Source: an optimization exercise on an open RTL-to-GDS flow (aim: small area and a short achievable clock period). Production flows keep margins and buffers that such runs may drop. Where RTL was checked, it was by simulation tests only, not by an equivalence proof against the original. Only the layout flow was run in runs 2 and 3; the RTL was not checked for function there.

## flow/design.v (module list and top-level ports; edited modules follow where they fit)
// module adaptive_filter: 379 lines
module adaptive_filter(
    input wire clk,
    input wire rst_n,
    input wire [31:0] input_signal,
    input wire [31:0] desired_signal,
    output wire [31:0] filtered_signal
);
  // ...
==> flow/flow/run.sh <==
#!/bin/bash
# Own layout flow: the standard flow (standard.sh) with three changes:
# 1. The synthesis skips the generic 'abc -fast' pass that Yosys's synth runs
#    before ORFS extracts full/half adders, so the adder trees written in the
#    RTL reach extract_fa as written; ABC still maps all remaining logic at
#    the end, as in the standard flow. Registers and their names are the
#    standard synthesis's.
# 2. Each input and output port gets a plain sky130_fd_sc_hd__buf_2 as its
#    port buffer (the standard flow picks clkdlybuf4s50_1, a slower and
#    larger delay cell). Every port is still buffered.
# 3. Clock tree synthesis runs with ORFS's usual arguments plus
#    -dont_use_dummy_load (no extra load cells hung on the clock tree).
set -euo pipefail
cd "$(dirname "$0")/.."
sed '1s/.*/proc synth {args} { if {[lsearch -exact $args fine:] >= 0} { yosys synth -nofsm -noshare -noabc {*}$args } else { yosys synth -nofsm -noshare {*}$args } }/' \
  synth_recipe.tcl > own_synth.tcl
sed -e 's#synth_recipe\.tcl#own_synth.tcl#g' \
    -e 's#^make \(.*\) "\${@:-finish}"$#make \1 "BUFFER_PORTS_ARGS=-buffer_cell sky130_fd_sc_hd__buf_2" "CTS_ARGS=-sink_clustering_enable -repair_clock_nets -dont_use_dummy_load" "${@:-finish}"#' \
  standard.sh > own_standard.sh
bash own_standard.sh finish > own_flow.log 2>&1
==> flow/standard.sh <==
#!/bin/bash
# synth_recipe.tcl (not shown) runs the flow's synth.tcl, then flattens the netlist and writes it again
# the make line also repeats each setting of config.mk as NAME=value (left out here)
make -C /OpenROAD-flow-scripts/flow DESIGN_CONFIG=/design/flow/config.mk WORK_HOME=/design/flow/orfs CLKGATE_MAP_FILE= SYNTH_SCRIPT=/design/flow/synth_recipe.tcl "${@:-finish}"
==> flow/config.mk <==
export PLATFORM = sky130hd
export DESIGN_NAME = adaptive_filter
export DESIGN_NICKNAME = adaptive_filter
export VERILOG_FILES = /design/flow/design.v
export SDC_FILE = /design/flow/constraint.sdc
export NUM_CORES = 4
export LEC_CHECK = 0
export CAP_MARGIN = 20
export CORE_MARGIN = 2
export CORE_UTILIZATION = 60
export SETUP_SLACK_MARGIN = 3.5
export SLEW_MARGIN = 20
==> flow/constraint.sdc <==
create_clock -name core_clock -period 7.5 [get_ports {clk}]
set_input_delay 1.5000 -clock core_clock [delete_from_list [all_inputs] [get_ports {clk}]]
set_output_delay 1.5000 -clock core_clock [all_outputs]
set_load 0.01 [all_outputs]
==> results.tsv, run 1 <==
stage	metric	value	unit
run_status	status	no timing/DRC/antenna violations	
finish	syn_to_final_growth	9.372	%
synth	syn_avg_cell_area	10.76	sq um
worst_setup_path	cpMostUsedCell	fa_1	
worst_setup_path	crit_path_start	e[1]	
global_routing	met1_usage	40.48	%
timing	layout_worst_path_cycle_share	53.50	%
global_routing	grt_pass1_wl	69.27	mm
synth	synth.net_count	1971	
synth	synth_common_cells	217 x dfxtp_1, 156 x a22o_1, 152 x fa_1, 119 x ha_1, 109 x nand2_1	
finish	nFillCells	2231	
clock_tree	cts_max_path_buffers	3	
hold_path	holdPathEnd	d5[2]	
synth	synth-seq-area-share	34.10	%
global_routing	busiest_layer	met2	
finish	seq_share	31.23	%
finish	reg_top3	fh x31, ps x31, pb x28	
detailed_routing	drt_pass1_iterations	5	
timing	relSlewSlack	28.93	%
global_routing	grt_pass1_vias	12797	
synth	synth_top_family_by_area	adder cells	
synth	synth_top_area_share	24.71	%
finish	final_common_cell	dfxtp_1	
worst_setup_path	critPathTopFamily	adder cells	
detailed_routing	dr_wl_met3	2.864	mm
floorplan	start_util	61.09	%
global_routing	overflow	0	
==> inputs of run 2 (changes only) <==
--- a/flow/design.v
+++ b/flow/design.v
@@ -4,124 +4,107 @@
     input wire [31:0] input_signal,
     input wire [31:0] desired_signal,
     output wire [31:0] filtered_signal
 );
 reg [15:0] d0, d1, d2, d3, d4, d5, d6;
 reg [17:0] t6;       
 reg [14:0] q7, t7;   
 reg [14:0] e;        
+reg [6:0]  es1_, es2_, es3_;  
 reg [14:0] cnh;      
 reg [30:0] ps, pb;   
 reg [30:0] fh;       
 reg [3:0]  cnt;      
 reg        st;       
 assign filtered_signal = {fh, 1'b0};
 wire ev = cnt[3] | (cnt[2:0] == 3'd7);
-wire es1_0 = e[0] & ~e[1];
-wire es2_0 = ~e[0] & e[1];
-wire es3_0 = e[0] & e[1];
-wire es1_1 = e[2] & ~e[3];
-wire es2_1 = ~e[2] & e[3];
-wire es3_1 = e[2] & e[3];
-wire es1_2 = e[4] & ~e[5];
-wire es2_2 = ~e[4] & e[5];
-wire es3_2 = e[4] & e[5];
-wire es1_3 = e[6] & ~e[7];
-wire es2_3 = ~e[6] & e[7];
-wire es3_3 = e[6] & e[7];
-wire es1_4 = e[8] & ~e[9];
-wire es2_4 = ~e[8] & e[9];
-wire es3_4 = e[8] & e[9];
-wire es1_5 = e[10] & ~e[11];
-wire es2_5 = ~e[10] & e[11];
-wire es3_5 = e[10] & e[11];
-wire es1_6 = e[12] & ~e[13];
-wire es2_6 = ~e[12] & e[13];
-wire es3_6 = e[12] & e[13];
-wire tu_1 = cnh[10] ^ ((es1_0 & q7[10]) | (es2_0 & q7[9]) | (es3_0 & t7[10]));
-wire tu_2 = cnh[10] & ((es1_0 & q7[10]) | (es2_0 & q7[9]) | (es3_0 & t7[10]));
-wire tu_3 = cnh[11] ^ ((es1_0 & q7[11]) | (es2_0 & q7[10]) | (es3_0 & t7[11])) ^ ((es1_1 & q7[9]) | (es2_1 & q7[8]) | (es3_1 & t7[9]));
-wire tu_4 = (cnh[11] & ((es1_0 & q7[11]) | (es2_0 & q7[10]) | (es3_0 & t7[11]))) | (((es1_1 & q7[9]) | (es2_1 & q7[8]) | (es3_1 & t7[9])) & (cnh[11] ^ ((es1_0 & q7[11]) | (es2_0 & q7[10]) | (es3_0 & t7[11]))));
-wire tu_5 = cnh[12] ^ ((es1_0 & q7[12]) | (es2_0 & q7[11]) | (es3_0 & t7[12])) ^ ((es1_1 & q7[10]) | (es2_1 & q7[9]) | (es3_1 & t7[10]));
-wire tu_6 = (cnh[12] & ((es1_0 & q7[12]) | (es2_0 & q7[11]) | (es3_0 & t7[12]))) | (((es1_1 & q7[10]) | (es2_1 & q7[9]) | (es3_1 & t7[10])) & (cnh[12] ^ ((es1_0 & q7[12]) | (es2_0 & q7[11]) | (es3_0 & t7[12]))));
-wire tu_7 = ((es1_2 & q7[8]) | (es2_2 & q7[7]) | (es3_2 & t7[8])) ^ ((es1_3 & q7[6]) | (es2_3 & q7[5]) | (es3_3 & t7[6]));
-wire tu_8 = ((es1_2 & q7[8]) | (es2_2 & q7[7]) | (es3_2 & t7[8])) & ((es1_3 & q7[6]) | (es2_3 & q7[5]) | (es3_3 & t7[6]));
-wire tu_9 = cnh[13] ^ ((es1_0 & q7[13]) | (es2_0 & q7[12]) | (es3_0 & t7[13])) ^ ((es1_1 & q7[11]) | (es2_1 & q7[10]) | (es3_1 & t7[11]));
-wire tu_10 = (cnh[13] & ((es1_0 & q7[13]) | (es2_0 & q7[12]) | (es3_0 & t7[13]))) | (((es1_1 & q7[11]) | (es2_1 & q7[10]) | (es3_1 & t7[11])) & (cnh[13] ^ ((es1_0 & q7[13]) | (es2_0 & q7[12]) | (es3_0 & t7[13]))));
-wire tu_11 = ((es1_2 & q7[9]) | (es2_2 & q7[8]) | (es3_2 & t7[9])) ^ ((es1_3 & q7[7]) | (es2_3 & q7[6]) | (es3_3 & t7[7])) ^ ((es1_4 & q7[5]) | (es2_4 & q7[4]) | (es3_4 & t7[5]));
-wire tu_12 = (((es1_2 & q7[9]) | (es2_2 & q7[8]) | (es3_2 & t7[9])) & ((es1_3 & q7[7]) | (es2_3 & q7[6]) | (es3_3 & t7[7]))) | (((es1_4 & q7[5]) | (es2_4 & q7[4]) | (es3_4 & t7[5])) & (((es1_2 & q7[9]) | (es2_2 & q7[8]) | (es3_2 & t7[9])) ^ ((es1_3 & q7[7]) | (es2_3 & q7[6]) | (es3_3 & t7[7]))));
-wire tu_13 = cnh[14] ^ ((es1_0 & q7[14]) | (es2_0 & q7[13]) | (es3_0 & t7[14])) ^ ((es1_1 & q7[12]) | (es2_1 & q7[11]) | (es3_1 & t7[12]));
-wire tu_14 = (cnh[14] & ((es1_0 & q7[14]) | (es2_0 & q7[13]) | (es3_0 & t7[14]))) | (((es1_1 & q7[12]) | (es2_1 & q7[11]) | (es3_1 & t7[12])) & (cnh[14] ^ ((es1_0 & q7[14]) | (es2_0 & q7[13]) | (es3_0 & t7[14]))));
-wire tu_15 = ((es1_2 & q7[10]) | (es2_2 & q7[9]) | (es3_2 & t7[10])) ^ ((es1_3 & q7[8]) | (es2_3 & q7[7]) | (es3_3 & t7[8])) ^ ((es1_4 & q7[6]) | (es2_4 & q7[5]) | (es3_4 & t7[6]));
-wire tu_16 = (((es1_2 & q7[10]) | (es2_2 & q7[9]) | (es3_2 & t7[10])) & ((es1_3 & q7[8]) | (es2_3 & q7[7]) | (es3_3 & t7[8]))) | (((es1_4 & q7[6]) | (es2_4 & q7[5]) | (es3_4 & t7[6])) & (((es1_2 & q7[10]) | (es2_2 & q7[9]) | (es3_2 & t7[10])) ^ ((es1_3 & q7[8]) | (es2_3 & q7[7]) | (es3_3 & t7[8]))));
-wire tu_17 = ((es1_5 & q7[4]) | (es2_5 & q7[3]) | (es3_5 & t7[4])) ^ ((es1_6 & q7[2]) | (es2_6 & q7[1]) | (es3_6 & t7[2]));
-wire tu_18 = ((es1_5 & q7[4]) | (es2_5 & q7[3]) | (es3_5 & t7[4])) & ((es1_6 & q7[2]) | (es2_6 & q7[1]) | (es3_6 & t7[2]));
-wire tu_19 = cnh[6] ^ ((es1_0 & q7[6]) | (es2_0 & q7[5]) | (es3_0 & t7[6]));
-wire tu_20 = cnh[6] & ((es1_0 & q7[6]) | (es2_0 & q7[5]) | (es3_0 & t7[6]));
-wire tu_21 = cnh[7] ^ ((es1_0 & q7[7]) | (es2_0 & q7[6]) | (es3_0 & t7[7])) ^ ((es1_1 & q7[5]) | (es2_1 & q7[4]) | (es3_1 & t7[5]));
-wire tu_22 = (cnh[7] & ((es1_0 & q7[7]) | (es2_0 & q7[6]) | (es3_0 & t7[7]))) | (((es1_1 & q7[5]) | (es2_1 & q7[4]) | (es3_1 & t7[5])) & (cnh[7] ^ ((es1_0 & q7[7]) | (es2_0 & q7[6]) | (es3_0 & t7[7]))));
-wire tu_23 = cnh[8] ^ ((es1_0 & q7[8]) | (es2_0 & q7[7]) | (es3_0 & t7[8])) ^ ((es1_1 & q7[6]) | (es2_1 & q7[5]) | (es3_1 & t7[6]));
-wire tu_24 = (cnh[8] & ((es1_0 & q7[8]) | (es2_0 & q7[7]) | (es3_0 & t7[8]))) | (((es1_1 & q7[6]) | (es2_1 & q7[5]) | (es3_1 & t7[6])) & (cnh[8] ^ ((es1_0 & q7[8]) | (es2_0 & q7[7]) | (es3_0 & t7[8]))));
-wire tu_25 = ((es1_2 & q7[4]) | (es2_2 & q7[3]) | (es3_2 & t7[4])) ^ ((es1_3 & q7[2]) | (es2_3 & q7[1]) | (es3_3 & t7[2]));
-wire tu_26 = ((es1_2 & q7[4]) | (es2_2 & q7[3]) | (es3_2 & t7[4])) & ((es1_3 & q7[2]) | (es2_3 & q7[1]) | (es3_3 & t7[2]));
-wire tu_27 = cnh[9] ^ ((es1_0 & q7[9]) | (es2_0 & q7[8]) | (es3_0 & t7[9])) ^ ((es1_1 & q7[7]) | (es2_1 & q7[6]) | (es3_1 & t7[7]));
-wire tu_28 = (cnh[9] & ((es1_0 & q7[9]) | (es2_0 & q7[8]) | (es3_0 & t7[9]))) | (((es1_1 & q7[7]) | (es2_1 & q7[6]) | (es3_1 & t7[7])) & (cnh[9] ^ ((es1_0 & q7[9]) | (es2_0 & q7[8]) | (es3_0 & t7[9]))));
-wire tu_29 = ((es1_2 & q7[5]) | (es2_2 & q7[4]) | (es3_2 & t7[5])) ^ ((es1_3 & q7[3]) | (es2_3 & q7[2]) | (es3_3 & t7[3])) ^ ((es1_4 & q7[1]) | (es2_4 & q7[0]) | (es3_4 & t7[1]));
-wire tu_30 = (((es1_2 & q7[5]) | (es2_2 & q7[4]) | (es3_2 & t7[5])) & ((es1_3 & q7[3]) | (es2_3 & q7[2]) | (es3_3 & t7[3]))) | (((es1_4 & q7[1]) | (es2_4 & q7[0]) | (es3_4 & t7[1])) & (((es1_2 & q7[5]) | (es2_2 & q7[4]) | (es3_2 & t7[5])) ^ ((es1_3 & q7[3]) | (es2_3 & q7[2]) | (es3_3 & t7[3]))));
-wire tu_31 = ((es1_1 & q7[8]) | (es2_1 & q7[7]) | (es3_1 & t7[8])) ^ ((es1_2 & q7[6]) | (es2_2 & q7[5]) | (es3_2 & t7[6])) ^ ((es1_3 & q7[4]) | (es2_3 & q7[3]) | (es3_3 & t7[4]));
-wire tu_32 = (((es1_1 & q7[8]) | (es2_1 & q7[7]) | (es3_1 & t7[8])) & ((es1_2 & q7[6]) | (es2_2 & q7[5]) | (es3_2 & t7[6]))) | (((es1_3 & q7[4]) | (es2_3 & q7[3]) | (es3_3 & t7[4])) & (((es1_1 & q7[8]) | (es2_1 & q7[7]) | (es3_1 & t7[8])) ^ ((es1_2 & q7[6]) | (es2_2 & q7[5]) | (es3_2 & t7[6]))));
-wire tu_33 = ((es1_4 & q7[2]) | (es2_4 & q7[1]) | (es3_4 & t7[2])) ^ ((es1_5 & q7[0]) | (es3_5 & t7[0])) ^ tu_1;
-wire tu_34 = (((es1_4 & q7[2]) | (es2_4 & q7[1]) | (es3_4 & t7[2])) & ((es1_5 & q7[0]) | (es3_5 & t7[0]))) | (tu_1 & (((es1_4 & q7[2]) | (es2_4 & q7[1]) | (es3_4 & t7[2])) ^ ((es1_5 & q7[0]) | (es3_5 & t7[0]))));
-wire tu_35 = ((es1_2 & q7[7]) | (es2_2 & q7[6]) | (es3_2 & t7[7])) ^ ((es1_3 & q7[5]) | (es2_3 & q7[4]) | (es3_3 & t7[5])) ^ ((es1_4 & q7[3]) | (es2_4 & q7[2]) | (es3_4 & t7[3]));
-wire tu_36 = (((es1_2 & q7[7]) | (es2_2 & q7[6]) | (es3_2 & t7[7])) & ((es1_3 & q7[5]) | (es2_3 & q7[4]) | (es3_3 & t7[5]))) | (((es1_4 & q7[3]) | (es2_4 & q7[2]) | (es3_4 & t7[3])) & (((es1_2 & q7[7]) | (es2_2 & q7[6]) | (es3_2 & t7[7])) ^ ((es1_3 & q7[5]) | (es2_3 & q7[4]) | (es3_3 & t7[5]))));
-wire tu_37 = ((es1_5 & q7[1]) | (es2_5 & q7[0]) | (es3_5 & t7[1])) ^ tu_2 ^ tu_3;
-wire tu_38 = (((es1_5 & q7[1]) | (es2_5 & q7[0]) | (es3_5 & t7[1])) & tu_2) | (tu_3 & (((es1_5 & q7[1]) | (es2_5 & q7[0]) | (es3_5 & t7[1])) ^ tu_2));
-wire tu_39 = ((es1_4 & q7[4]) | (es2_4 & q7[3]) | (es3_4 & t7[4])) ^ ((es1_5 & q7[2]) | (es2_5 & q7[1]) | (es3_5 & t7[2])) ^ ((es1_6 & q7[0]) | (es3_6 & t7[0]));
-wire tu_40 = (((es1_4 & q7[4]) | (es2_4 & q7[3]) | (es3_4 & t7[4])) & ((es1_5 & q7[2]) | (es2_5 & q7[1]) | (es3_5 & t7[2]))) | (((es1_6 & q7[0]) | (es3_6 & t7[0])) & (((es1_4 & q7[4]) | (es2_4 & q7[3]) | (es3_4 & t7[4])) ^ ((es1_5 & q7[2]) | (es2_5 & q7[1]) | (es3_5 & t7[2]))));
+wire [14:0] en = ev ? desired_signal[14:0] - {fh[13:0], 1'b0} : 15'd0;
+wire [6:0] en0 = {en[12], en[10], en[8], en[6], en[4], en[2], en[0]};
+wire [6:0] en1 = {en[13], en[11], en[9], en[7], en[5], en[3], en[1]};
+wire tu_1 = cnh[10] ^ ((es1_[0] & q7[10]) | (es2_[0] & q7[9]) | (es3_[0] & t7[10]));
+wire tu_2 = cnh[10] & ((es1_[0] & q7[10]) | (es2_[0] & q7[9]) | (es3_[0] & t7[10]));
+wire tu_3 = cnh[11] ^ ((es1_[0] & q7[11]) | (es2_[0] & q7[10]) | (es3_[0] & t7[11])) ^ ((es1_[1] & q7[9]) | (es2_[1] & q7[8]) | (es3_[1] & t7[9]));
+wire tu_4 = (cnh[11] & ((es1_[0] & q7[11]) | (es2_[0] & q7[10]) | (es3_[0] & t7[11]))) | (((es1_[1] & q7[9]) | (es2_[1] & q7[8]) | (es3_[1] & t7[9])) & (cnh[11] ^ ((es1_[0] & q7[11]) | (es2_[0] & q7[10]) | (es3_[0] & t7[11]))));
+wire tu_5 = cnh[12] ^ ((es1_[0] & q7[12]) | (es2_[0] & q7[11]) | (es3_[0] & t7[12])) ^ ((es1_[1] & q7[10]) | (es2_[1] & q7[9]) | (es3_[1] & t7[10]));
+wire tu_6 = (cnh[12] & ((es1_[0] & q7[12]) | (es2_[0] & q7[11]) | (es3_[0] & t7[12]))) | (((es1_[1] & q7[10]) | (es2_[1] & q7[9]) | (es3_[1] & t7[10])) & (cnh[12] ^ ((es1_[0] & q7[12]) | (es2_[0] & q7[11]) | (es3_[0] & t7[12]))));
+wire tu_7 = ((es1_[2] & q7[8]) | (es2_[2] & q7[7]) | (es3_[2] & t7[8])) ^ ((es1_[3] & q7[6]) | (es2_[3] & q7[5]) | (es3_[3] & t7[6]));
+wire tu_8 = ((es1_[2] & q7[8]) | (es2_[2] & q7[7]) | (es3_[2] & t7[8])) & ((es1_[3] & q7[6]) | (es2_[3] & q7[5]) | (es3_[3] & t7[6]));
+wire tu_9 = cnh[13] ^ ((es1_[0] & q7[13]) | (es2_[0] & q7[12]) | (es3_[0] & t7[13])) ^ ((es1_[1] & q7[11]) | (es2_[1] & q7[10]) | (es3_[1] & t7[11]));
+wire tu_10 = (cnh[13] & ((es1_[0] & q7[13]) | (es2_[0] & q7[12]) | (es3_[0] & t7[13]))) | (((es1_[1] & q7[11]) | (es2_[1] & q7[10]) | (es3_[1] & t7[11])) & (cnh[13] ^ ((es1_[0] & q7[13]) | (es2_[0] & q7[12]) | (es3_[0] & t7[13]))));
+wire tu_11 = ((es1_[2] & q7[9]) | (es2_[2] & q7[8]) | (es3_[2] & t7[9])) ^ ((es1_[3] & q7[7]) | (es2_[3] & q7[6]) | (es3_[3] & t7[7])) ^ ((es1_[4] & q7[5]) | (es2_[4] & q7[4]) | (es3_[4] & t7[5]));
+wire tu_12 = (((es1_[2] & q7[9]) | (es2_[2] & q7[8]) | (es3_[2] & t7[9])) & ((es1_[3] & q7[7]) | (es2_[3] & q7[6]) | (es3_[3] & t7[7]))) | (((es1_[4] & q7[5]) | (es2_[4] & q7[4]) | (es3_[4] & t7[5])) & (((es1_[2] & q7[9]) | (es2_[2] & q7[8]) | (es3_[2] & t7[9])) ^ ((es1_[3] & q7[7]) | (es2_[3] & q7[6]) | (es3_[3] & t7[7]))));
+wire tu_13 = cnh[14] ^ ((es1_[0] & q7[14]) | (es2_[0] & q7[13]) | (es3_[0] & t7[14])) ^ ((es1_[1] & q7[12]) | (es2_[1] & q7[11]) | (es3_[1] & t7[12]));
+wire tu_14 = (cnh[14] & ((es1_[0] & q7[14]) | (es2_[0] & q7[13]) | (es3_[0] & t7[14]))) | (((es1_[1] & q7[12]) | (es2_[1] & q7[11]) | (es3_[1] & t7[12])) & (cnh[14] ^ ((es1_[0] & q7[14]) | (es2_[0] & q7[13]) | (es3_[0] & t7[14]))));
+wire tu_15 = ((es1_[2] & q7[10]) | (es2_[2] & q7[9]) | (es3_[2] & t7[10])) ^ ((es1_[3] & q7[8]) | (es2_[3] & q7[7]) | (es3_[3] & t7[8])) ^ ((es1_[4] & q7[6]) | (es2_[4] & q7[5]) | (es3_[4] & t7[6]));
+wire tu_16 = (((es1_[2] & q7[10]) | (es2_[2] & q7[9]) | (es3_[2] & t7[10])) & ((es1_[3] & q7[8]) | (es2_[3] & q7[7]) | (es3_[3] & t7[8]))) | (((es1_[4] & q7[6]) | (es2_[4] & q7[5]) | (es3_[4] & t7[6])) & (((es1_[2] & q7[10]) | (es2_[2] & q7[9]) | (es3_[2] & t7[10])) ^ ((es1_[3] & q7[8]) | (es2_[3] & q7[7]) | (es3_[3] & t7[8]))));
+wire tu_17 = ((es1_[5] & q7[4]) | (es2_[5] & q7[3]) | (es3_[5] & t7[4])) ^ ((es1_[6] & q7[2]) | (es2_[6] & q7[1]) | (es3_[6] & t7[2]));
+wire tu_18 = ((es1_[5] & q7[4]) | (es2_[5] & q7[3]) | (es3_[5] & t7[4])) & ((es1_[6] & q7[2]) | (es2_[6] & q7[1]) | (es3_[6] & t7[2]));
+wire tu_19 = cnh[6] ^ ((es1_[0] & q7[6]) | (es2_[0] & q7[5]) | (es3_[0] & t7[6]));
+wire tu_20 = cnh[6] & ((es1_[0] & q7[6]) | (es2_[0] & q7[5]) | (es3_[0] & t7[6]));
+wire tu_21 = cnh[7] ^ ((es1_[0] & q7[7]) | (es2_[0] & q7[6]) | (es3_[0] & t7[7])) ^ ((es1_[1] & q7[5]) | (es2_[1] & q7[4]) | (es3_[1] & t7[5]));
+wire tu_22 = (cnh[7] & ((es1_[0] & q7[7]) | (es2_[0] & q7[6]) | (es3_[0] & t7[7]))) | (((es1_[1] & q7[5]) | (es2_[1] & q7[4]) | (es3_[1] & t7[5])) & (cnh[7] ^ ((es1_[0] & q7[7]) | (es2_[0] & q7[6]) | (es3_[0] & t7[7]))));
+wire tu_23 = cnh[8] ^ ((es1_[0] & q7[8]) | (es2_[0] & q7[7]) | (es3_[0] & t7[8])) ^ ((es1_[1] & q7[6]) | (es2_[1] & q7[5]) | (es3_[1] & t7[6]));
+wire tu_24 = (cnh[8] & ((es1_[0] & q7[8]) | (es2_[0] & q7[7]) | (es3_[0] & t7[8]))) | (((es1_[1] & q7[6]) | (es2_[1] & q7[5]) | (es3_[1] & t7[6])) & (cnh[8] ^ ((es1_[0] & q7[8]) | (es2_[0] & q7[7]) | (es3_[0] & t7[8]))));
+wire tu_25 = ((es1_[2] & q7[4]) | (es2_[2] & q7[3]) | (es3_[2] & t7[4])) ^ ((es1_[3] & q7[2]) | (es2_[3] & q7[1]) | (es3_[3] & t7[2]));
+wire tu_26 = ((es1_[2] & q7[4]) | (es2_[2] & q7[3]) | (es3_[2] & t7[4])) & ((es1_[3] & q7[2]) | (es2_[3] & q7[1]) | (es3_[3] & t7[2]));
+wire tu_27 = cnh[9] ^ ((es1_[0] & q7[9]) | (es2_[0] & q7[8]) | (es3_[0] & t7[9])) ^ ((es1_[1] & q7[7]) | (es2_[1] & q7[6]) | (es3_[1] & t7[7]));
+wire tu_28 = (cnh[9] & ((es1_[0] & q7[9]) | (es2_[0] & q7[8]) | (es3_[0] & t7[9]))) | (((es1_[1] & q7[7]) | (es2_[1] & q7[6]) | (es3_[1] & t7[7])) & (cnh[9] ^ ((es1_[0] & q7[9]) | (es2_[0] & q7[8]) | (es3_[0] & t7[9]))));
+wire tu_29 = ((es1_[2] & q7[5]) | (es2_[2] & q7[4]) | (es3_[2] & t7[5])) ^ ((es1_[3] & q7[3]) | (es2_[3] & q7[2]) | (es3_[3] & t7[3])) ^ ((es1_[4] & q7[1]) | (es2_[4] & q7[0]) | (es3_[4] & t7[1]));
+wire tu_30 = (((es1_[2] & q7[5]) | (es2_[2] & q7[4]) | (es3_[2] & t7[5])) & ((es1_[3] & q7[3]) | (es2_[3] & q7[2]) | (es3_[3] & t7[3]))) | (((es1_[4] & q7[1]) | (es2_[4] & q7[0]) | (es3_[4] & t7[1])) & (((es1_[2] & q7[5]) | (es2_[2] & q7[4]) | (es3_[2] & t7[5])) ^ ((es1_[3] & q7[3]) | (es2_[3] & q7[2]) | (es3_[3] & t7[3]))));
+wire tu_31 = ((es1_[1] & q7[8]) | (es2_[1] & q7[7]) | (es3_[1] & t7[8])) ^ ((es1_[2] & q7[6]) | (es2_[2] & q7[5]) | (es3_[2] & t7[6])) ^ ((es1_[3] & q7[4]) | (es2_[3] & q7[3]) | (es3_[3] & t7[4]));
+wire tu_32 = (((es1_[1] & q7[8]) | (es2_[1] & q7[7]) | (es3_[1] & t7[8])) & ((es1_[2] & q7[6]) | (es2_[2] & q7[5]) | (es3_[2] & t7[6]))) | (((es1_[3] & q7[4]) | (es2_[3] & q7[3]) | (es3_[3] & t7[4])) & (((es1_[1] & q7[8]) | (es2_[1] & q7[7]) | (es3_[1] & t7[8])) ^ ((es1_[2] & q7[6]) | (es2_[2] & q7[5]) | (es3_[2] & t7[6]))));
+wire tu_33 = ((es1_[4] & q7[2]) | (es2_[4] & q7[1]) | (es3_[4] & t7[2])) ^ ((es1_[5] & q7[0]) | (es3_[5] & t7[0])) ^ tu_1;
+wire tu_34 = (((es1_[4] & q7[2]) | (es2_[4] & q7[1]) | (es3_[4] & t7[2])) & ((es1_[5] & q7[0]) | (es3_[5] & t7[0]))) | (tu_1 & (((es1_[4] & q7[2]) | (es2_[4] & q7[1]) | (es3_[4] & t7[2])) ^ ((es1_[5] & q7[0]) | (es3_[5] & t7[0]))));
+wire tu_35 = ((es1_[2] & q7[7]) | (es2_[2] & q7[6]) | (es3_[2] & t7[7])) ^ ((es1_[3] & q7[5]) | (es2_[3] & q7[4]) | (es3_[3] & t7[5])) ^ ((es1_[4] & q7[3]) | (es2_[4] & q7[2]) | (es3_[4] & t7[3]));
+wire tu_36 = (((es1_[2] & q7[7]) | (es2_[2] & q7[6]) | (es3_[2] & t7[7])) & ((es1_[3] & q7[5]) | (es2_[3] & q7[4]) | (es3_[3] & t7[5]))) | (((es1_[4] & q7[3]) | (es2_[4] & q7[2]) | (es3_[4] & t7[3])) & (((es1_[2] & q7[7]) | (es2_[2] & q7[6]) | (es3_[2] & t7[7])) ^ ((es1_[3] & q7[5]) | (es2_[3] & q7[4]) | (es3_[3] & t7[5]))));
+wire tu_37 = ((es1_[5] & q7[1]) | (es2_[5] & q7[0]) | (es3_[5] & t7[1])) ^ tu_2 ^ tu_3;
+wire tu_38 = (((es1_[5] & q7[1]) | (es2_[5] & q7[0]) | (es3_[5] & t7[1])) & tu_2) | (tu_3 & (((es1_[5] & q7[1]) | (es2_[5] & q7[0]) | (es3_[5] & t7[1])) ^ tu_2));
+wire tu_39 = ((es1_[4] & q7[4]) | (es2_[4] & q7[3]) | (es3_[4] & t7[4])) ^ ((es1_[5] & q7[2]) | (es2_[5] & q7[1]) | (es3_[5] & t7[2])) ^ ((es1_[6] & q7[0]) | (es3_[6] & t7[0]));
+wire tu_40 = (((es1_[4] & q7[4]) | (es2_[4] & q7[3]) | (es3_[4] & t7[4])) & ((es1_[5] & q7[2]) | (es2_[5] & q7[1]) | (es3_[5] & t7[2]))) | (((es1_[6] & q7[0]) | (es3_[6] & t7[0])) & (((es1_[4] & q7[4]) | (es2_[4] & q7[3]) | (es3_[4] & t7[4])) ^ ((es1_[5] & q7[2]) | (es2_[5] & q7[1]) | (es3_[5] & t7[2]))));
 wire tu_41 = tu_7 ^ tu_4 ^ tu_5;
 wire tu_42 = (tu_7 & tu_4) | (tu_5 & (tu_7 ^ tu_4));
-wire tu_43 = ((es1_5 & q7[3]) | (es2_5 & q7[2]) | (es3_5 & t7[3])) ^ ((es1_6 & q7[1]) | (es2_6 & q7[0]) | (es3_6 & t7[1])) ^ tu_8;
-wire tu_44 = (((es1_5 & q7[3]) | (es2_5 & q7[2]) | (es3_5 & t7[3])) & ((es1_6 & q7[1]) | (es2_6 & q7[0]) | (es3_6 & t7[1]))) | (tu_8 & (((es1_5 & q7[3]) | (es2_5 & q7[2]) | (es3_5 & t7[3])) ^ ((es1_6 & q7[1]) | (es2_6 & q7[0]) | (es3_6 & t7[1]))));
+wire tu_43 = ((es1_[5] & q7[3]) | (es2_[5] & q7[2]) | (es3_[5] & t7[3])) ^ ((es1_[6] & q7[1]) | (es2_[6] & q7[0]) | (es3_[6] & t7[1])) ^ tu_8;
+wire tu_44 = (((es1_[5] & q7[3]) | (es2_[5] & q7[2]) | (es3_[5] & t7[3])) & ((es1_[6] & q7[1]) | (es2_[6] & q7[0]) | (es3_[6] & t7[1]))) | (tu_8 & (((es1_[5] & q7[3]) | (es2_[5] & q7[2]) | (es3_[5] & t7[3])) ^ ((es1_[6] & q7[1]) | (es2_[6] & q7[0]) | (es3_[6] & t7[1]))));
 wire tu_45 = tu_6 ^ tu_9 ^ tu_11;
 wire tu_46 = (tu_6 & tu_9) | (tu_11 & (tu_6 ^ tu_9));
 wire tu_47 = ((e[14] & q7[0])) ^ tu_17 ^ tu_10;
 wire tu_48 = (((e[14] & q7[0])) & tu_17) | (tu_10 & (((e[14] & q7[0])) ^ tu_17));
 wire tu_49 = tu_12 ^ tu_13 ^ tu_15;
 wire tu_50 = (tu_12 & tu_13) | (tu_15 & (tu_12 ^ tu_13));
-wire tu_51 = cnh[4] ^ ((es1_0 & q7[4]) | (es2_0 & q7[3]) | (es3_0 & t7[4]));
-wire tu_52 = cnh[4] & ((es1_0 & q7[4]) | (es2_0 & q7[3]) | (es3_0 & t7[4]));
-wire tu_53 = cnh[5] ^ ((es1_0 & q7[5]) | (es2_0 & q7[4]) | (es3_0 & t7[5])) ^ ((es1_1 & q7[3]) | (es2_1 & q7[2]) | (es3_1 & t7[3]));
-wire tu_54 = (cnh[5] & ((es1_0 & q7[5]) | (es2_0 & q7[4]) | (es3_0 & t7[5]))) | (((es1_1 & q7[3]) | (es2_1 & q7[2]) | (es3_1 & t7[3])) & (cnh[5] ^ ((es1_0 & q7[5]) | (es2_0 & q7[4]) | (es3_0 & t7[5]))));
-wire tu_55 = ((es1_1 & q7[4]) | (es2_1 & q7[3]) | (es3_1 & t7[4])) ^ ((es1_2 & q7[2]) | (es2_2 & q7[1]) | (es3_2 & t7[2])) ^ ((es1_3 & q7[0]) | (es3_3 & t7[0]));
-wire tu_56 = (((es1_1 & q7[4]) | (es2_1 & q7[3]) | (es3_1 & t7[4])) & ((es1_2 & q7[2]) | (es2_2 & q7[1]) | (es3_2 & t7[2]))) | (((es1_3 & q7[0]) | (es3_3 & t7[0])) & (((es1_1 & q7[4]) | (es2_1 & q7[3]) | (es3_1 & t7[4])) ^ ((es1_2 & q7[2]) | (es2_2 & q7[1]) | (es3_2 & t7[2]))));
-wire tu_57 = ((es1_2 & q7[3]) | (es2_2 & q7[2]) | (es3_2 & t7[3])) ^ ((es1_3 & q7[1]) | (es2_3 & q7[0]) | (es3_3 & t7[1])) ^ tu_20;
-wire tu_58 = (((es1_2 & q7[3]) | (es2_2 & q7[2]) | (es3_2 & t7[3])) & ((es1_3 & q7[1]) | (es2_3 & q7[0]) | (es3_3 & t7[1]))) | (tu_20 & (((es1_2 & q7[3]) | (es2_2 & q7[2]) | (es3_2 & t7[3])) ^ ((es1_3 & q7[1]) | (es2_3 & q7[0]) | (es3_3 & t7[1]))));
-wire tu_59 = ((es1_4 & q7[0]) | (es3_4 & t7[0])) ^ tu_25 ^ tu_22;
-wire tu_60 = (((es1_4 & q7[0]) | (es3_4 & t7[0])) & tu_25) | (tu_22 & (((es1_4 & q7[0]) | (es3_4 & t7[0])) ^ tu_25));
+wire tu_51 = cnh[4] ^ ((es1_[0] & q7[4]) | (es2_[0] & q7[3]) | (es3_[0] & t7[4]));
+wire tu_52 = cnh[4] & ((es1_[0] & q7[4]) | (es2_[0] & q7[3]) | (es3_[0] & t7[4]));
+wire tu_53 = cnh[5] ^ ((es1_[0] & q7[5]) | (es2_[0] & q7[4]) | (es3_[0] & t7[5])) ^ ((es1_[1] & q7[3]) | (es2_[1] & q7[2]) | (es3_[1] & t7[3]));
+wire tu_54 = (cnh[5] & ((es1_[0] & q7[5]) | (es2_[0] & q7[4]) | (es3_[0] & t7[5]))) | (((es1_[1] & q7[3]) | (es2_[1] & q7[2]) | (es3_[1] & t7[3])) & (cnh[5] ^ ((es1_[0] & q7[5]) | (es2_[0] & q7[4]) | (es3_[0] & t7[5]))));
+wire tu_55 = ((es1_[1] & q7[4]) | (es2_[1] & q7[3]) | (es3_[1] & t7[4])) ^ ((es1_[2] & q7[2]) | (es2_[2] & q7[1]) | (es3_[2] & t7[2])) ^ ((es1_[3] & q7[0]) | (es3_[3] & t7[0]));
+wire tu_56 = (((es1_[1] & q7[4]) | (es2_[1] & q7[3]) | (es3_[1] & t7[4])) & ((es1_[2] & q7[2]) | (es2_[2] & q7[1]) | (es3_[2] & t7[2]))) | (((es1_[3] & q7[0]) | (es3_[3] & t7[0])) & (((es1_[1] & q7[4]) | (es2_[1] & q7[3]) | (es3_[1] & t7[4])) ^ ((es1_[2] & q7[2]) | (es2_[2] & q7[1]) | (es3_[2] & t7[2]))));
+wire tu_57 = ((es1_[2] & q7[3]) | (es2_[2] & q7[2]) | (es3_[2] & t7[3])) ^ ((es1_[3] & q7[1]) | (es2_[3] & q7[0]) | (es3_[3] & t7[1])) ^ tu_20;
+wire tu_58 = (((es1_[2] & q7[3]) | (es2_[2] & q7[2]) | (es3_[2] & t7[3])) & ((es1_[3] & q7[1]) | (es2_[3] & q7[0]) | (es3_[3] & t7[1]))) | (tu_20 & (((es1_[2] & q7[3]) | (es2_[2] & q7[2]) | (es3_[2] & t7[3])) ^ ((es1_[3] & q7[1]) | (es2_[3] & q7[0]) | (es3_[3] & t7[1]))));
+wire tu_59 = ((es1_[4] & q7[0]) | (es3_[4] & t7[0])) ^ tu_25 ^ tu_22;
+wire tu_60 = (((es1_[4] & q7[0]) | (es3_[4] & t7[0])) & tu_25) | (tu_22 & (((es1_[4] & q7[0]) | (es3_[4] & t7[0])) ^ tu_25));
 wire tu_61 = tu_26 ^ tu_24 ^ tu_27;
 wire tu_62 = (tu_26 & tu_24) | (tu_27 & (tu_26 ^ tu_24));
 wire tu_63 = tu_28 ^ tu_30 ^ tu_31;
 wire tu_64 = (tu_28 & tu_30) | (tu_31 & (tu_28 ^ tu_30));
 wire tu_65 = tu_32 ^ tu_35 ^ tu_34;
 wire tu_66 = (tu_32 & tu_35) | (tu_34 & (tu_32 ^ tu_35));
 wire tu_67 = tu_36 ^ tu_39 ^ tu_38;
 wire tu_68 = (tu_36 & tu_39) | (tu_38 & (tu_36 ^ tu_39));
 wire tu_69 = tu_40 ^ tu_43 ^ tu_42;
 wire tu_70 = (tu_40 & tu_43) | (tu_42 & (tu_40 ^ tu_43));
 wire tu_71 = tu_44 ^ tu_46 ^ tu_47;
 wire tu_72 = (tu_44 & tu_46) | (tu_47 & (tu_44 ^ tu_46));
-wire tu_73 = cnh[2] ^ ((es1_0 & q7[2]) | (es2_0 & q7[1]) | (es3_0 & t7[2]));
-wire tu_74 = cnh[2] & ((es1_0 & q7[2]) | (es2_0 & q7[1]) | (es3_0 & t7[2]));
-wire tu_75 = cnh[3] ^ ((es1_0 & q7[3]) | (es2_0 & q7[2]) | (es3_0 & t7[3])) ^ ((es1_1 & q7[1]) | (es2_1 & q7[0]) | (es3_1 & t7[1]));
-wire tu_76 = (cnh[3] & ((es1_0 & q7[3]) | (es2_0 & q7[2]) | (es3_0 & t7[3]))) | (((es1_1 & q7[1]) | (es2_1 & q7[0]) | (es3_1 & t7[1])) & (cnh[3] ^ ((es1_0 & q7[3]) | (es2_0 & q7[2]) | (es3_0 & t7[3]))));
-wire tu_77 = ((es1_1 & q7[2]) | (es2_1 & q7[1]) | (es3_1 & t7[2])) ^ ((es1_2 & q7[0]) | (es3_2 & t7[0])) ^ tu_51;
-wire tu_78 = (((es1_1 & q7[2]) | (es2_1 & q7[1]) | (es3_1 & t7[2])) & ((es1_2 & q7[0]) | (es3_2 & t7[0]))) | (tu_51 & (((es1_1 & q7[2]) | (es2_1 & q7[1]) | (es3_1 & t7[2])) ^ ((es1_2 & q7[0]) | (es3_2 & t7[0]))));
-wire tu_79 = ((es1_2 & q7[1]) | (es2_2 & q7[0]) | (es3_2 & t7[1])) ^ tu_52 ^ tu_53;
-wire tu_80 = (((es1_2 & q7[1]) | (es2_2 & q7[0]) | (es3_2 & t7[1])) & tu_52) | (tu_53 & (((es1_2 & q7[1]) | (es2_2 & q7[0]) | (es3_2 & t7[1])) ^ tu_52));
+wire tu_73 = cnh[2] ^ ((es1_[0] & q7[2]) | (es2_[0] & q7[1]) | (es3_[0] & t7[2]));
+wire tu_74 = cnh[2] & ((es1_[0] & q7[2]) | (es2_[0] & q7[1]) | (es3_[0] & t7[2]));
+wire tu_75 = cnh[3] ^ ((es1_[0] & q7[3]) | (es2_[0] & q7[2]) | (es3_[0] & t7[3])) ^ ((es1_[1] & q7[1]) | (es2_[1] & q7[0]) | (es3_[1] & t7[1]));
+wire tu_76 = (cnh[3] & ((es1_[0] & q7[3]) | (es2_[0] & q7[2]) | (es3_[0] & t7[3]))) | (((es1_[1] & q7[1]) | (es2_[1] & q7[0]) | (es3_[1] & t7[1])) & (cnh[3] ^ ((es1_[0] & q7[3]) | (es2_[0] & q7[2]) | (es3_[0] & t7[3]))));
+wire tu_77 = ((es1_[1] & q7[2]) | (es2_[1] & q7[1]) | (es3_[1] & t7[2])) ^ ((es1_[2] & q7[0]) | (es3_[2] & t7[0])) ^ tu_51;
+wire tu_78 = (((es1_[1] & q7[2]) | (es2_[1] & q7[1]) | (es3_[1] & t7[2])) & ((es1_[2] & q7[0]) | (es3_[2] & t7[0]))) | (tu_51 & (((es1_[1] & q7[2]) | (es2_[1] & q7[1]) | (es3_[1] & t7[2])) ^ ((es1_[2] & q7[0]) | (es3_[2] & t7[0]))));
+wire tu_79 = ((es1_[2] & q7[1]) | (es2_[2] & q7[0]) | (es3_[2] & t7[1])) ^ tu_52 ^ tu_53;
+wire tu_80 = (((es1_[2] & q7[1]) | (es2_[2] & q7[0]) | (es3_[2] & t7[1])) & tu_52) | (tu_53 & (((es1_[2] & q7[1]) | (es2_[2] & q7[0]) | (es3_[2] & t7[1])) ^ tu_52));
 wire tu_81 = tu_19 ^ tu_54 ^ tu_55;
 wire tu_82 = (tu_19 & tu_54) | (tu_55 & (tu_19 ^ tu_54));
 wire tu_83 = tu_56 ^ tu_21 ^ tu_57;
 wire tu_84 = (tu_56 & tu_21) | (tu_57 & (tu_56 ^ tu_21));
 wire tu_85 = tu_23 ^ tu_58 ^ tu_59;
 wire tu_86 = (tu_23 & tu_58) | (tu_59 & (tu_23 ^ tu_58));
 wire tu_87 = tu_29 ^ tu_60 ^ tu_61;
 wire tu_88 = (tu_29 & tu_60) | (tu_61 & (tu_29 ^ tu_60));
@@ -130,18 +113,18 @@
 wire tu_91 = tu_64 ^ tu_37 ^ tu_65;
 wire tu_92 = (tu_64 & tu_37) | (tu_65 & (tu_64 ^ tu_37));
 wire tu_93 = tu_41 ^ tu_66 ^ tu_67;
 wire tu_94 = (tu_41 & tu_66) | (tu_67 & (tu_41 ^ tu_66));
 wire tu_95 = tu_45 ^ tu_68 ^ tu_69;
 wire tu_96 = (tu_45 & tu_68) | (tu_69 & (tu_45 ^ tu_68));
 wire tu_97 = tu_49 ^ tu_70 ^ tu_71;
 wire tu_98 = (tu_49 & tu_70) | (tu_71 & (tu_49 ^ tu_70));
-wire [14:0] usa = {tu_96, tu_94, tu_92, tu_90, tu_88, tu_86, tu_84, tu_82, tu_80, tu_78, tu_76, tu_74, ((es1_1 & q7[0]) | (es3_1 & t7[0])), cnh[1], cnh[0]};
-wire [14:0] usb = {tu_97, tu_95, tu_93, tu_91, tu_89, tu_87, tu_85, tu_83, tu_81, tu_79, tu_77, tu_75, tu_73, ((es1_0 & q7[1]) | (es2_0 & q7[0]) | (es3_0 & t7[1])), ((es1_0 & q7[0]) | (es3_0 & t7[0]))};
+wire [14:0] usa = {tu_96, tu_94, tu_92, tu_90, tu_88, tu_86, tu_84, tu_82, tu_80, tu_78, tu_76, tu_74, ((es1_[1] & q7[0]) | (es3_[1] & t7[0])), cnh[1], cnh[0]};
+wire [14:0] usb = {tu_97, tu_95, tu_93, tu_91, tu_89, tu_87, tu_85, tu_83, tu_81, tu_79, tu_77, tu_75, tu_73, ((es1_[0] & q7[1]) | (es2_[0] & q7[0]) | (es3_[0] & t7[1])), ((es1_[0] & q7[0]) | (es3_[0] & t7[0]))};
 wire cs1_0 = cnh[0] & ~cnh[1];
 wire cs2_0 = ~cnh[0] & cnh[1];
 wire cs3_0 = cnh[0] & cnh[1];
 wire cs1_1 = cnh[2] & ~cnh[3];
 wire cs2_1 = ~cnh[2] & cnh[3];
 wire cs3_1 = cnh[2] & cnh[3];
 wire cs1_2 = cnh[4] & ~cnh[5];
 wire cs2_2 = ~cnh[4] & cnh[5];
@@ -361,19 +344,25 @@
     ps <= psa;
     pb <= psb;
 end
 always @(posedge clk or negedge rst_n) begin
     if (!rst_n) begin
         cnt <= 4'd0;
         st  <= 1'b0;
         e   <= 15'd0;
+        es1_ <= 7'd0;
+        es2_ <= 7'd0;
+        es3_ <= 7'd0;
         cnh <= 15'd0;
         fh  <= 31'd0;
     end else begin
         if (!cnt[3]) cnt <= cnt + 4'd1;
         st  <= 1'b1;
-        e   <= ev ? desired_signal[14:0] - {fh[13:0], 1'b0} : 15'd0;
+        e   <= en;
+        es1_ <= en0 & ~en1;
+        es2_ <= ~en0 & en1;
+        es3_ <= en0 & en1;
         cnh <= usa + usb;
         fh  <= st ? fh + ps + pb : 31'd0;
     end
 end
 endmodule
==> flow/run.sh (new file) <==
#!/bin/bash
# synth_recipe.tcl (not shown) runs the flow's synth.tcl, then flattens the netlist and writes it again
# the make line also repeats each setting of config.mk as NAME=value (left out here)
make -C /OpenROAD-flow-scripts/flow DESIGN_CONFIG=/design/flow/config.mk WORK_HOME=/design/flow/orfs CLKGATE_MAP_FILE= SYNTH_SCRIPT=/design/flow/synth_recipe.tcl finish
==> flow/config.mk (replaced) <==
export PLATFORM = sky130hd
export DESIGN_NAME = adaptive_filter
export DESIGN_NICKNAME = adaptive_filter
export VERILOG_FILES = /design/flow/design.v
export SDC_FILE = /design/flow/constraint.sdc
export NUM_CORES = 4
export LEC_CHECK = 0
export CAP_MARGIN = 20
export CORE_MARGIN = 2
export CORE_UTILIZATION = 55
export SETUP_SLACK_MARGIN = 3.5
export SLEW_MARGIN = 20
removed: flow/flow/run.sh
removed: flow/standard.sh
==> results.tsv, run 2 <==
stage	metric	value	unit	change
worst_setup_path	crit_fanout	5		
detailed_routing	drt_pass1_iterations	13		+8
finish	final_common_cell	inv_1		
finish	final_util	63.01	%	
clock_tree	cts.reportedPaths.clkPinSlew	0.07	ns	
worst_setup_path	critPathLaunchType	flop		
floorplan	start_util	55.88	%	-5.2 points
worst_setup_path	slowest_delay	0.54	ns	
worst_setup_path	crit_cells	11		
clock_tree	cts-root-buf	clkbuf_16		
detailed_routing	routed-wl-met2	20.97	mm	
timing	skew	0.04199	ns	
floorplan	core	0.03254	sq mm	
synth	ys.flop_type	dfxtp_1		
placed_design	finalWeightedCongestion	0.9242		
finish	final_nets	2220		
worst_setup_path	r2r-start	es2_[0]		
finish	drive_above_1_share	7.761	%	
worst_setup_path	cp.arrival	4.46	ns	
global_routing	grt_antenna_before_repair	0		
global_routing	grt_usage	28.62	%	
timing	grt_setup_unrepaired	true		
synth	synth_cells	1842		
flow_run	drv_cap	0		
worst_setup_path	crit_required	8.03	ns	
worst_setup_path	crit_buf_inv	2		
clock_tree	cts_sinks	290		
timing	worst_pin_slew	0.9117	ns	
clock_tree	cts_tree	built		
clock_tree	cts_max_level	1		
detailed_routing	drt_drc_violations_left	0		
clock_tree	cts_buffers	30		
global_routing	grt_pass1_vias	13670		+6.8%
timing	tns	0	ns	
finish	multi_input_area	0.01096	sq mm	
finish	nFillCells	2735		+23%
detailed_routing	routed_wl	47.77	mm	
synth	yosys_warnings	1		
finish	reg_top3	fh x31, ps x31, pb x28		
worst_setup_path	critPathTopFamily	adder cells		
timing	final_hold_viol_count	0		
floorplan	design.die.area	0.03453	sq mm	
timing	relSlewSlack	39.10	%	+10 points
global_routing	grt_start_max_net_pins	74		
timing	setup_viol	0		
detailed_routing	drtIter0Drc	1427		
placed_design	dp_hpwl	34.16	mm	
synth	synth_area_leaders	dfxtp_1 24%, fa_1 17%, dfrtp_1 10%, ha_1 8.2%, inv_1 4.6%		
synth	synth.distinct_cells	75		
floorplan	io_pins	98		
synth	synth_common_cells	225 x inv_1, 217 x dfxtp_1, 152 x fa_1, 119 x ha_1, 118 x nand2_1		
detailed_routing	drt-met1-wl	21.55	mm	
placed_design	portBuffers	63		
hold_path	hold_class	flop to flop		
synth	ys_async_sr_fraction	25.17	%	
clock_tree	cts_max_path_buffers	3		unchanged
synth	synth.net_count	2179		+11%
timing	whs	0.3235	ns	
synth	syn_avg_cell_area	9.871	sq um	-8.3%
detailed_routing	top_layer_used	met4		
run_status	status	no timing/DRC/antenna violations		
hold_path	hold_depth	0		
hold_path	hold_path_startpoint	d4[7]		
synth	synth_top_area_share	23.89	%	-0.82 points
detailed_routing	viasPerCell	5.879		
synth	netlist_area	0.01818	sq mm	
worst_setup_path	worstSetupEndpointType	flop		
floorplan	rows	66		
worst_setup_path	path_class	flop to flop		
finish	syn_to_final_growth	12.75	%	
worst_setup_path	crit_path_start	es2_[0]		
worst_setup_path	reg2reg_depth	11		
timing	layout_worst_path_cycle_share	52.42	%	-1.1 points
finish	register_area	0.006181	sq mm	
floorplan	die_y	185.8	microns	
global_routing	grt_pass1_wl	76.68	mm	+11%
detailed_routing	dr_wl_met3	4.032	mm	+41%
detailed_routing	vias	13810		
detailed_routing	wl_per_cell	20.34	microns	
global_routing	overflow	0		unchanged
clock_tree	worstSkewPairLatency	0.60	ns	
timing	period_minus_slack	3.932	ns	
detailed_routing	ant_nets	0		
synth	synth_top_area_cell	dfxtp_1		
synth	synth-edff-count	0		
floorplan	die_w	185.8	microns	
synth	yosysMostFrequentCell	inv_1		
synth	synth-seq-area-share	33.94	%	-0.16 points
timing	fmax	0.2543	GHz	
worst_setup_path	slowest_stage	fa_1		
worst_setup_path	worstPathCellList	buf_4, a222oi_1, fa_1, fa_2, fa_1, fa_1, inv_1, ha_4, or4_1, o311ai_1, a211o_1		
worst_setup_path	cpMostUsedCell	fa_1		
finish	diodes	0		
timing	drv_slew	0		
finish	layout_common_cells	223 x inv_1, 217 x dfxtp_1, 150 x fa_1, 118 x nand2_1, 110 x ha_1		
synth	ys_seq_elements	290		
[run 2: cell types whose count changed after synthesis, moves of 12 or more]
| cell | change |
|---|---|
| nor2_1 | +36 |
| nand3_1 | +12 |
| a222oi_1 | +56 |
| mux2_2 | -68 |
| a21oi_1 | +23 |
| inv_1 | +179 |
| a22oi_1 | +20 |
| and2_1 | -14 |
| mux2i_1 | +41 |
| a22o_1 | -123 |
[run 2: path summary, 6_finish.rpt]
path                       slack, ns  endpoint
max                             3.57   cnh[13]
min                             0.32     d5[7]
max reg2reg                     3.57   cnh[13]
min reg2reg                     0.32     d5[7]
max in group asynchronous       5.97   es3_[0]
min in group asynchronous       0.97    cnh[7]
[run 2: layer usage]
| layer | vias to the layer above | GRT usage (%) |
|---|---|---|
| li1 | 6429 | - |
| met1 | 6657 | 41.80 |
| met2 | 624 | 44.06 |
| met3 | 100 | 4.617 |
| met4 | 0 | 7.937 |
| met5 | - | 0 |
[run 2: kinds of logic after synthesis]
group / share of synthesized area [%]
XOR/XNOR: 4.287
buffers and inverters: 6.489
other: 0.04130
AND/OR/NAND/NOR: 9.641
multiplexers: 3.805
AO/OA/AOI/OAI: 16.87
adder cells (fa/ha/maj): 24.92
flip-flops: 33.94
[run 2: area by class of cell]
type                    count  share of cell area [%]
clock buffers              39                   4.077
clock inverters            17                   1.166
inverters                 227                   4.168
multi-input cells        1239                   53.47
flip-flops and latches    290                   30.15
well taps                 442                   2.698
repair buffers             95                   4.272
[run 2: repair_timing]
action,in CTS,in global routing
cloned,0,0
gates resized for setup,18,14
setup buffers,13,1
endpoints found under the hold margin,0,0
setup endpoints to repair,8,10
hold buffers,0,0
pin swaps,15,20
[run 2: per-stage QoR]
stage / setup slack, ns / instance area (sq um) / cells
floorplan: 3.503 / 18190 / 1842
global placement: 3.101 / 19170 / 2279
detailed placement: 3.101 / 19170 / 2279
CTS: 3.456 / 20420 / 2348
global route: 3.373 / 20500 / 2349
finish: 3.568 / 20500 / 2349
[run 2: worst reg2reg max path: stages, from the launching register on]
cell and delay, ns:
dfrtp_2 0.45, buf_4 0.15, a222oi_1 0.34, fa_1 0.54, fa_2 0.39, fa_1 0.48, fa_1 0.50, inv_1 0.07
ha_4 0.18, or4_1 0.52, o311ai_1 0.10, a211o_1 0.15
==> inputs of run 3 (changes only) <==
==> flow/flow/run.sh (new file) <==
#!/bin/bash
# Own layout flow: the standard flow (standard.sh) unchanged, except that
# the synthesis skips the generic 'abc -fast' pass that Yosys's synth runs
# before ORFS extracts full/half adders. Without it, the adder trees written
# in the RTL reach extract_fa as written, and ABC maps the remaining logic
# once, at the end, as in the standard flow. Registers, names and every
# later step are the standard ones.
set -euo pipefail
cd "$(dirname "$0")/.."
sed '1s/.*/proc synth {args} { if {[lsearch -exact $args fine:] >= 0} { yosys synth -nofsm -noshare -noabc {*}$args } else { yosys synth -nofsm -noshare {*}$args } }/' \
  synth_recipe.tcl > own_synth.tcl
head -1 own_synth.tcl > own_synth.head.log
sed 's#synth_recipe\.tcl#own_synth.tcl#g' standard.sh > own_standard.sh
bash own_standard.sh finish > own_flow.log 2>&1
==> flow/standard.sh (new file) <==
#!/bin/bash
# synth_recipe.tcl (not shown) runs the flow's synth.tcl, then flattens the netlist and writes it again
# the make line also repeats each setting of config.mk as NAME=value (left out here)
make -C /OpenROAD-flow-scripts/flow DESIGN_CONFIG=/design/flow/config.mk WORK_HOME=/design/flow/orfs CLKGATE_MAP_FILE= SYNTH_SCRIPT=/design/flow/synth_recipe.tcl "${@:-finish}"
removed: flow/run.sh
==> results.tsv, run 3 <==
stage	metric	value	unit	change
run_status	status	no timing/DRC/antenna violations		
detailed_routing	wl_per_cell	20.88	microns	+2.7%
clock_tree	cts_buffers	31		+3.3%
detailed_routing	drtIter0Drc	1490		+4.4%
detailed_routing	drt-met1-wl	20.80	mm	-3.5%
synth	synth-simple-area-share	9.859	%	+0.22 points
synth	synth_top_area_share	24.36	%	+0.47 points
synth	synth_xor_xnor_area_share	4.175	%	-0.11 points
detailed_routing	routed_wl	44.97	mm	-5.9%
worst_setup_path	crit_path_start	es1_[1]		
synth	ys_seq_elements	290		unchanged
detailed_routing	top_layer_used	met4		
worst_setup_path	path_class	flop to flop		
finish	final_util	63.38	%	+0.37 points
timing	skew	0.01325	ns	-0.02874 ns
worst_setup_path	r2r-start	es1_[1]		
synth	synth_cells	1700		-7.7%
clock_tree	cts.reportedPaths.clkPinSlew	0.06	ns	about the same
detailed_routing	drt_drc_violations_left	0		unchanged
worst_setup_path	slowest_stage	fa_1		
finish	reg_top3	fh x31, ps x31, pb x28		
floorplan	rows	65		-1.5%
finish	final_nets	2064		-7.0%
floorplan	core	0.03172	sq mm	-2.5%
finish	diodes	0		unchanged
synth	yosysMostFrequentCell	dfxtp_1		
synth	ys.flop_type	dfxtp_1		
flow_run	drv_cap	0		unchanged
timing	layout_worst_path_cycle_share	53.98	%	+1.6 points
worst_setup_path	slowest_delay	0.54	ns	about the same
timing	final_hold_viol_count	0		unchanged
synth	synthMuxAreaShare	2.617	%	-1.2 points
finish	layout_common_cells	217 x dfxtp_1, 149 x fa_1, 126 x nand2_1, 113 x ha_1, 111 x o21ai_0		
floorplan	start_util	56.22	%	+0.33 points
timing	relSlewSlack	34.96	%	-4.1 points
detailed_routing	viasPerCell	6.119		+4.1%
worst_setup_path	cpMostUsedCell	fa_1		
floorplan	io_pins	98		unchanged
finish	nFillCells	2597		-5.0%
timing	grt_setup_unrepaired	true		
clock_tree	ctsHoldBuffers	0		unchanged
synth	netlist_area	0.01783	sq mm	-1.9%
synth	synth_top_area_cell	dfxtp_1		
finish	drive_above_1_share	8.505	%	+0.74 points
clock_tree	cts_tree	built		
synth	yosys_warnings	1		unchanged
synth	synth-seq-area-share	34.61	%	+0.67 points
detailed_routing	routed-wl-met2	19.42	mm	-7.4%
detailed_routing	ant_nets	0		unchanged
clock_tree	cts_max_path_buffers	3		unchanged
synth	synth_area_leaders	dfxtp_1 24%, fa_1 17%, dfrtp_1 10%, ha_1 8.4%, a22o_1 5.2%		
global_routing	grt_pass1_vias	12927		-5.4%
worst_setup_path	critPathLaunchType	flop		
placed_design	portBuffers	63		unchanged
global_routing	grt_start_max_net_pins	74		unchanged
timing	setup_slack	3.451	ns	-0.1170 ns
clock_tree	cts-root-buf	clkbuf_16		
synth	synth.net_count	2037		-6.5%
timing	worst_pin_slew	0.9756	ns	+0.06391 ns
synth	synth_top_family_by_area	adder cells		
timing	tns	0	ns	unchanged
synth	synth.distinct_cells	66		-12%
clock_tree	cts_sinks	290		unchanged
synth	synth_common_cells	217 x dfxtp_1, 152 x fa_1, 126 x nand2_1, 119 x ha_1, 111 x o21ai_0		
placed_design	place_ws	3.108	ns	+0.007990 ns
worst_setup_path	cp.arrival	4.56	ns	+0.10 ns
synth	synth-compound-area-share	19.24	%	+2.4 points
worst_setup_path	reg2reg_depth	10		-1
synth	synth-edff-count	0		unchanged
worst_setup_path	crit_path_end	cnh[14]		
global_routing	overflow	0		unchanged
synth	syn_avg_cell_area	10.49	sq um	+6.3%
timing	setup_viol	0		unchanged
detailed_routing	dr_wl_met3	3.600	mm	-11%
hold_path	hold_class	flop to flop		
worst_setup_path	crit_fanout	8		+3
floorplan	die_y	184.1	microns	-0.95%
worst_setup_path	worstPathCellList	a222oi_1, inv_1, fa_1, fa_2, fa_1, fa_1, ha_4, nand2_1, o41ai_4, xnor2_1		
global_routing	grt_usage	27.14	%	-1.5 points
worst_setup_path	reg2reg_to	cnh[14]		
detailed_routing	vias	13180		-4.6%
global_routing	grt_antenna_before_repair	0		unchanged
placed_design	dp_cells	2087		-8.4%
timing	period_minus_slack	4.049	ns	+0.1170 ns
worst_setup_path	reg2reg_slack	3.45	ns	-0.12 ns
timing	drv_slew	0		unchanged
worst_setup_path	crit_required	8.01	ns	-0.02 ns
timing	fmax	0.2470	GHz	-2.9%
finish	final_common_cell	dfxtp_1		
synth	ys_async_sr_fraction	25.17	%	unchanged
clock_tree	worstSkewPairLatency	0.59	ns	about the same
synth	synth_adder_area_share	25.42	%	+0.49 points
placed_design	dp_hpwl	32.07	mm	-6.1%
finish	syn_to_final_growth	12.74	%	about the same
worst_setup_path	worstSetupEndpointType	flop		
placed_design	finalWeightedCongestion	0.9148		-1.0%
floorplan	design.die.area	0.03388	sq mm	-1.9%
floorplan	die_w	184.1	microns	-0.95%
finish	stdcell_count	2154		-8.3%
clock_tree	cts_max_level	1		unchanged
detailed_routing	drt_pass1_iterations	12		-1
global_routing	grt_pass1_wl	71.63	mm	-6.6%
-- run 3: cell types whose count changed after synthesis, sizes merged, moves of 11 or more --
cell,delta
mux2i,-36
mux2,+12
nor2,-58
nor2b,+13
a22oi,-28
nand3,-13
inv,-135
and2,+17
a21oi,-11
clkbuf,+12
a22o,+73
-- run 3: layer usage --
| metal | GRT usage [%] | vias up |
|---|---|---|
| li1 | - | 6128 |
| met1 | 40.20 | 6401 |
| met2 | 40.80 | 562 |
| met3 | 4.338 | 89 |
| met4 | 8.544 | 0 |
| met5 | 0 | - |
-- run 3: cell type report --
class / instances / area [sq um] / area share, %
repair buffers: 91 / 854.6 / 4.251
well taps: 402 / 503.0 / 2.502
flip-flops and latches: 290 / 6181 / 30.75
inverters: 90 / 337.8 / 1.680
clock buffers: 41 / 904.6 / 4.500
clock inverters: 17 / 239.0 / 1.189
multi-input cells: 1223 / 11080 / 55.13
-- run 3: logic make-up after synthesis --
logic type	Yosys count
AOI/OAI and AO/OA	472
other	2
DFF	290
buffers and inverters	187
and+or+nand+nor	350
adders and majority gates	271
xor gates and xnor gates	85
muxes	43
-- run 3: worst min path at each step --
| stage | to | start | depth (start not counted) |
|---|---|---|---|
| 2_1_floorplan | d1[0] | d0[0] | 0 |
| 3_3_place_gp | d3[12] | d2[12] | 0 |
| 3_5_place_dp | d1[13] | d0[13] | 0 |
| 4_1_cts | d3[0] | d2[0] | 0 |
| 5_1_grt | d3[0] | d2[0] | 0 |
| 6_report | d3[0] | d2[0] | 0 |
-- run 3: through the flow --
step                hold slack, ns  cell area [sq um]
global route                0.3212              20100
global placement            0.3097              18720
finish                      0.3187              20100
CTS                         0.3211              19910
detailed placement          0.3121              18720
floorplan                   0.3096              17830
-- run 3: worst max-delay path: cells and delay by family (launching register included) --
kind / cells / cell delay [ns]
AND/OR/NAND/NOR: 1 / 0.09
flip-flops: 1 / 0.47
XOR/XNOR: 1 / 0.17
adder cells (fa/ha/maj): 5 / 2.24
AO/OA/AOI/OAI: 2 / 0.88
buffers and inverters: 1 / 0.12
-- run 3: repair_timing --
| item | CTS | global route |
|---|---|---|
| gates resized for setup | 10 | 20 |
| pin swaps | 0 | 14 |
| setup endpoints to repair | 3 | 3 |
| setup buffers | 2 | 7 |

port drivers added, routing unchanged:
The results above use ideal ports. As a check the final layouts listed here were re-extracted and re-timed, cells and wires unchanged.
Step 1 (the two cells are an assumption about what drives the block):
set clk [get_ports {clk}]
set_driving_cell -lib_cell sky130_fd_sc_hd__clkbuf_16 $clk
set_driving_cell -lib_cell sky130_fd_sc_hd__buf_2 [delete_from_list [all_inputs] $clk]
Step 2 adds t to the input delays and takes it off the output delays; t is the mean of the earliest and latest rising clock arrival at the registers after step 1. Input paths then give back, and output paths get back, about the clock's delay inside the block.
Slacks: ideal / step 1 / step 2; pairs: ideal / step 1.
| run | shift t [ns] | setup slack, ns | hold WS [ns] | worst setup path at the end | worst data-port slew with drivers (ns) |
|---|---|---|---|---|---|
| run 1 | 0.591 | 3.488 / 3.488 / 3.488 | 0.322 / 0.322 / 0.322 | register to register | 0.04 |
| run 2 | 0.629 | 3.568 / 3.568 / 3.136 | 0.324 / 0.324 / 0.324 | input to register | 0.04 |
| run 3 | 0.636 | 3.451 / 3.451 / 3.214 | 0.319 / 0.319 / 0.319 | input to register | 0.04 |
After both steps setup and hold are still met in every run listed. The setup slack of run 2, which loses most, moves by 0.000 ns with the drivers and by -0.432 ns with both steps.
